Context: an optimization exercise on an open-source flow, tuned for small area, a short achievable clock period and few clock cycles per item. The choices shown serve that exercise and are no tape-out recipe.
Only simulation tests tie the RTL to the original design; equivalence was not proved.
The clock port is modelled as an ideal driver, which makes a skipped or thinned clock tree look cheaper than it is; a real chip needs a root buffer or a tree.
No activity file was given, so power comes from the tool's default toggle rates.

==> flow/design.v (excerpt) <==
module Encoder(clk, reset, start, p_text, m_key, done, c_text);
Size in the first run: about 1000 cells after synthesis, ~160 flip-flops, roughly 8500 um^2 of cells after synthesis.
export LEC_CHECK = 0
export CAP_MARGIN = 20
export CORE_MARGIN = 2
export CORE_UTILIZATION = 40
export SETUP_SLACK_MARGIN = 1.95
export SLEW_MARGIN = 20
export SYNTH_HIERARCHICAL = 1
create_clock -name core_clock -period 3.5 [get_ports {clk}]
standard.sh (not shown) runs the stock make flow with config.mk's settings and CLKGATE_MAP_FILE= SYNTH_SCRIPT=/design/flow/synth_recipe.tcl, a recipe that flattens the netlist after the stock synthesis.
==> flow/flow/run.sh <==
#!/bin/bash
# The standard layout, with plain buf_1 cells as the port buffers and a
# hand-built two-level clock tree (flow/clock_tree.tcl) in place of TritonCTS.
set -uo pipefail
export BUFFER_PORTS_ARGS="-buffer_cell sky130_fd_sc_hd__buf_1"
export PRE_CTS_TCL="$PWD/flow/clock_tree.tcl"
bash standard.sh > standard_flow.log 2>&1
==> flow/flow/clock_tree.tcl <==
# Sourced by ORFS's cts.tcl (PRE_CTS_TCL) after the placed design is loaded:
# builds a two-level clock tree (clock port -> 2 clkbuf_16 -> 8 clkbuf_16 ->
# flip-flops, each last-level buffer serving the flip-flops of one region),
# and replaces TritonCTS for this run.
source [file join [file dirname [info script]] clock_tree_lib.tcl]
manual_clock_tree2 1 2 2 4 sky130_fd_sc_hd__clkbuf_16 sky130_fd_sc_hd__clkbuf_16
set_propagated_clock [all_clocks]
rename clock_tree_synthesis tritoncts_not_used
proc clock_tree_synthesis { args } {
  puts "clock_tree_synthesis skipped: the clock tree was built by flow/clock_tree.tcl"
}
Other scripts of this flow, unchanged in this note and not shown: flow/flow/clock_tree_lib.tcl
Testbench counts at the start, summed over its fixed seeds: cycles 13,312, items 512.
Edit:
==> flow/flow/clock_tree.tcl (replaced) <==
# Sourced by ORFS's cts.tcl (PRE_CTS_TCL) after the placed design is loaded:
# builds a two-level clock tree (clock port -> 4 clkbuf_16 -> 8 clkbuf_16 ->
# flip-flops, each last-level buffer serving the flip-flops of one region),
# and replaces TritonCTS for this run.
source [file join [file dirname [info script]] clock_tree_lib.tcl]
manual_clock_tree2 2 2 2 4 sky130_fd_sc_hd__clkbuf_16 sky130_fd_sc_hd__clkbuf_16
set_propagated_clock [all_clocks]
rename clock_tree_synthesis tritoncts_not_used
proc clock_tree_synthesis { args } {
  puts "clock_tree_synthesis skipped: the clock tree was built by flow/clock_tree.tcl"
}
CORE_UTILIZATION = 50   (was 40)
SETUP_SLACK_MARGIN = 1.8   (was 1.95)
Setup slack is worse by 0.17 ns.
Final area decreases by about 14%.
Global-route usage increases by 2.4 points.
Total power decreases by about 16%.
Wire length decreases by about 13%.
Maximum frequency decreases by about 10%.
Register-to-register slack is worse by 0.17 ns.
Utilization increases by 5.1 points.
First-iteration DRC count increases by 25%.
Clock power increases by about 7%.
Edit:
==> flow/flow/clock_tree.tcl (replaced) <==
# Sourced by ORFS's cts.tcl (PRE_CTS_TCL) after the placed design is loaded:
# builds a two-level clock tree (clock port -> 2 clkbuf_16 -> 8 clkbuf_16 ->
# flip-flops, each last-level buffer serving the flip-flops of one region),
# and replaces TritonCTS for this run.
source [file join [file dirname [info script]] clock_tree_lib.tcl]
manual_clock_tree2 1 2 2 4 sky130_fd_sc_hd__clkbuf_16 sky130_fd_sc_hd__clkbuf_16
set_propagated_clock [all_clocks]
rename clock_tree_synthesis tritoncts_not_used
proc clock_tree_synthesis { args } {
  puts "clock_tree_synthesis skipped: the clock tree was built by flow/clock_tree.tcl"
}
CORE_UTILIZATION = 40   (was 50)
SETUP_SLACK_MARGIN = 1.75   (was 1.8)
Die area rose by 24%; cell area fell by about 0.5%; total power goes down by about 0.4%; synthesized area stays the same; hold slack hardly moves; global-route usage came out lower by 4.3 points.
No run of this note takes its clock network from TritonCTS; it comes from the design's own scripts or RTL.

---

job 6255:
Encoder again, from the RTL that the note above started with.
==> flow/design.v (excerpt) <==
module Encoder(clk, reset, start, p_text, m_key, done, c_text);
    input clk, reset, start;
    input wire [63:0] p_text;
    input wire [79:0] m_key;
    output reg done;
    output wire [63:0] c_text;
    reg [63:0] t;
    reg [79:0] k;
    reg [4:0]  cnt;
    reg        busy;
    reg [1:0]  busy_k;
    reg [5:0]  idle_r;
    genvar i;
    wire [79:0] w = {k[66:0], k[79:67]};
    wire [3:0] ks;
    SBox uk (.x(w[3:0]), .y(ks));
    wire [4:0] rcx;
    generate for (i = 0; i < 5; i = i + 1) begin : rc
        C_xor2 u (.A(cnt[i]), .B(w[59+i]), .X(rcx[i]));
    end endgenerate
    wire [79:0] g = {w[79:64], rcx, w[58:4], ks};
    wire [79:0] kd;
    generate for (i = 0; i < 80; i = i + 1) begin : km
        wire n0, n1;
        C_nand2 u0 (.A(g[i]), .B(busy_k[i%2]), .Y(n0));
        C_nand2 u1 (.A(m_key[i]), .B(idle_r[i%2]), .Y(n1));
        C_nand2 u2 (.A(n0), .B(n1), .Y(kd[i]));
    end endgenerate
    wire [63:0] pn, y;
    generate for (i = 0; i < 64; i = i + 1) begin : yk
        C_nand2 u0 (.A(p_text[i]), .B(idle_r[2+i%2]), .Y(pn[i]));
        C_xnor2 u1 (.A(kd[i]), .B(pn[i]), .Y(y[i]));
    end endgenerate
    wire [63:0] b;
    generate for (i = 0; i < 16; i = i + 1) begin : sb
        SBoxG u (.x(t[4*i+3:4*i]), .enn(idle_r[4+i%2]), .y(b[4*i+3:4*i]));
    end endgenerate
    wire [63:0] c, d;
    generate for (i = 0; i < 4; i = i + 1) begin : sh
        assign c[16*i+15:16*i] = {b[16*i+7:16*i+4], b[16*i+3:16*i],
                                  b[16*i+15:16*i+12], b[16*i+11:16*i+8]};
    end endgenerate
    assign d[15:0]  = {c[14:0],  c[15]};
    assign d[31:16] = {c[27:16], c[31:28]};
    assign d[47:32] = {c[40:32], c[47:41]};
    assign d[63:48] = {c[54:48], c[63:55]};
    wire [63:0] tn;
    wire [15:0] e2, e1, a3, a0;
  ...
==> flow/config.mk <==
export PLATFORM = sky130hd
export DESIGN_NAME = Encoder
export DESIGN_NICKNAME = Encoder
export VERILOG_FILES = /design/flow/design.v
export SDC_FILE = /design/flow/constraint.sdc
export NUM_CORES = 4
export LEC_CHECK = 0
export CAP_MARGIN = 20
export CORE_MARGIN = 2
export CORE_UTILIZATION = 40
export SETUP_SLACK_MARGIN = 2.05
export SLEW_MARGIN = 20
export SYNTH_HIERARCHICAL = 1
==> flow/constraint.sdc <==
create_clock -name core_clock -period 3.5 [get_ports {clk}]
set_input_delay 0.7000 -clock core_clock [delete_from_list [all_inputs] [get_ports {clk}]]
set_output_delay 0.7000 -clock core_clock [all_outputs]
set_load 0.01 [all_outputs]
==> flow/flow/clock_tree.tcl <==
# Sourced by ORFS's cts.tcl (PRE_CTS_TCL) after the placed design is loaded:
# builds a two-level clock tree (clock port -> 2 clkbuf_16 -> 8 clkbuf_16 ->
# flip-flops, each last-level buffer serving the flip-flops of one region),
# and replaces TritonCTS for this run.
source [file join [file dirname [info script]] clock_tree_lib.tcl]
manual_clock_tree2 1 2 2 4 sky130_fd_sc_hd__clkbuf_16 sky130_fd_sc_hd__clkbuf_16
set_propagated_clock [all_clocks]
rename clock_tree_synthesis tritoncts_not_used
proc clock_tree_synthesis { args } {
  puts "clock_tree_synthesis skipped: the clock tree was built by flow/clock_tree.tcl"
}
Scripts as last shown in full above: flow/flow/run.sh
Other scripts of this flow, unchanged in this note and not shown: flow/flow/clock_tree_lib.tcl
Testbench counts of job 6255, summed over its fixed seeds: cycles 13,312, items 512.
Here is what was changed in the inputs of job 6982 compared with job 6255.
- a change of SETUP_SLACK_MARGIN from 2.05 to 1.8
--- outcome ---
Across job 6255 and job 6982, the outcome is the same: a clean finish for every run.
Logic depth of the worst setup path including buffers was higher in the run labelled job 6255.
Job 6982 vs job 6255: max-slew headroom at the worst pin up in job 6982
Between job 6255 and job 6982, power density over cell area is higher for job 6255, job 6982 comes in under that.
Job 6982 vs job 6255, origin of the worst setup path: t[59]$_DFF_P_ vs t[11]$_DFF_P_
Timing endpoint of the critical path: t[12]$_DFF_P_ -> job 6982, t[3]$_DFF_P_ -> job 6255
In the tables for job 6255 and job 6982, placer congestion estimate reads lower with job 6255.
[inputs] job 680 vs job 6982
- PLACE_DENSITY newly set to 0.75
--- a/flow/flow/clock_tree.tcl
+++ b/flow/flow/clock_tree.tcl
@@ -2 +2 @@
-# builds a two-level clock tree (clock port -> 2 clkbuf_16 -> 8 clkbuf_16 ->
+# builds a two-level clock tree (clock port -> 4 clkbuf_16 -> 8 clkbuf_16 ->
@@ -6 +6 @@
-manual_clock_tree2 1 2 2 4 sky130_fd_sc_hd__clkbuf_16 sky130_fd_sc_hd__clkbuf_16
+manual_clock_tree2 2 2 2 4 sky130_fd_sc_hd__clkbuf_16 sky130_fd_sc_hd__clkbuf_16
On part of the power in combinational logic, job 6982 and job 680 are neck and neck.
met1 layer wirelength in the final routing of job 680 is on par with job 6982.
Clock power (job 6982 / job 680): 0.900
Worst-path cell with the longest stage delay = sky130_fd_sc_hd__dfxtp_1: job 6982; worst-path cell with the longest stage delay = sky130_fd_sc_hd__dfxtp_4: job 680
Job 680 ended up with a lower number of cells on the worst reg-to-reg path than job 6982 did.
From job 6982 to job 680 the numbers moved as follows: wire length of the first global-routing pass grew by 6.9%, critical path depth fell by 1, worst setup slack fell by 0.033 ns, maximum number of pins on one net before global-route repair now sits lower, complex-gate fraction of the synthesized area closely matched the old numbers.
| required time reported for the critical path endpoint | lower: job 680 |
Looking at the reports, job 680 completed the entire flow and the layout it produced met the timing, design-rule and antenna checks.
Edits applied to the flow inputs when going from job 680 to job 5446:
- removing PLACE_DENSITY (formerly 0.75)
## What came out
Delta (job 5446 minus job 680): core utilization now sits at about the same level; layout overhead on the synthesized area now sits lower. Taking job 680 as the reference, in job 5446 design area shows no meaningful change; share of cell area taken by flip-flops and latches stayed essentially flat. [diff] total length of routed wires, job 5446 relative to job 680: improvement. met3 usage in global routing was lower in the run labelled job 5446. Compared with job 680, in job 5446 peak supply drop saw a decrease; total length of routed met3 wires has decreased. Job 680 reports its capture point of the worst path as t[15]$_DFF_P_ while job 5446 reports c_text[33].
No run of this note takes its clock network from TritonCTS; it comes from the design's own scripts or RTL.

==> re-timing with driven ports <==
The results above use ideal ports. As a check the final layouts listed here were re-extracted and re-timed, cells and wires unchanged.
Step 1 sets driving cells, clkbuf_16 on the clock port and buf_2 on the other inputs (assumed; they add their load-dependent delay and slew).
Step 2 adds t to the input delays and takes it off the output delays; t is the mean of the earliest and latest rising clock arrival at the registers after step 1. Input paths then give back, and output paths get back, about the clock's delay inside the block.
Slacks: ideal / step 1 / step 2; pairs: ideal / step 1.
| run | shift t [ns] | slack for setup (ns) | clock arrival spread, ns | worst register clock-pin slew, ns | pins driven straight from the clock port |
|---|---|---|---|---|---|
| the first run of note 1 | 0.369 | 1.898 / 1.862 / 1.814 | 0.012 / 0.013 | 0.08 / 0.08 | 2 |
| the second run of note 1 | 0.365 | 1.725 / 1.726 / 1.726 | 0.013 / 0.014 | 0.08 / 0.08 | 4 |
| the third run of note 1 | 0.370 | 1.752 / 1.691 / 1.805 | 0.011 / 0.010 | 0.09 / 0.09 | 2 |
| job 6255 | 0.377 | 1.850 / 1.822 / 1.789 | 0.011 / 0.010 | 0.09 / 0.09 | 2 |
| job 6982 | 0.369 | 1.834 / 1.774 / 1.834 | 0.011 / 0.012 | 0.09 / 0.09 | 2 |
| job 680 | 0.376 | 1.802 / 1.745 / 1.802 | 0.012 / 0.012 | 0.09 / 0.09 | 4 |
| job 5446 | 0.368 | 1.838 / 1.745 / 1.840 | 0.017 / 0.017 | 0.09 / 0.09 | 4 |
After both steps setup and hold are still met in every run listed. For the first run of note 1, which loses most, drivers alone change the setup slack by -0.036 ns; drivers and shift together by -0.084 ns.
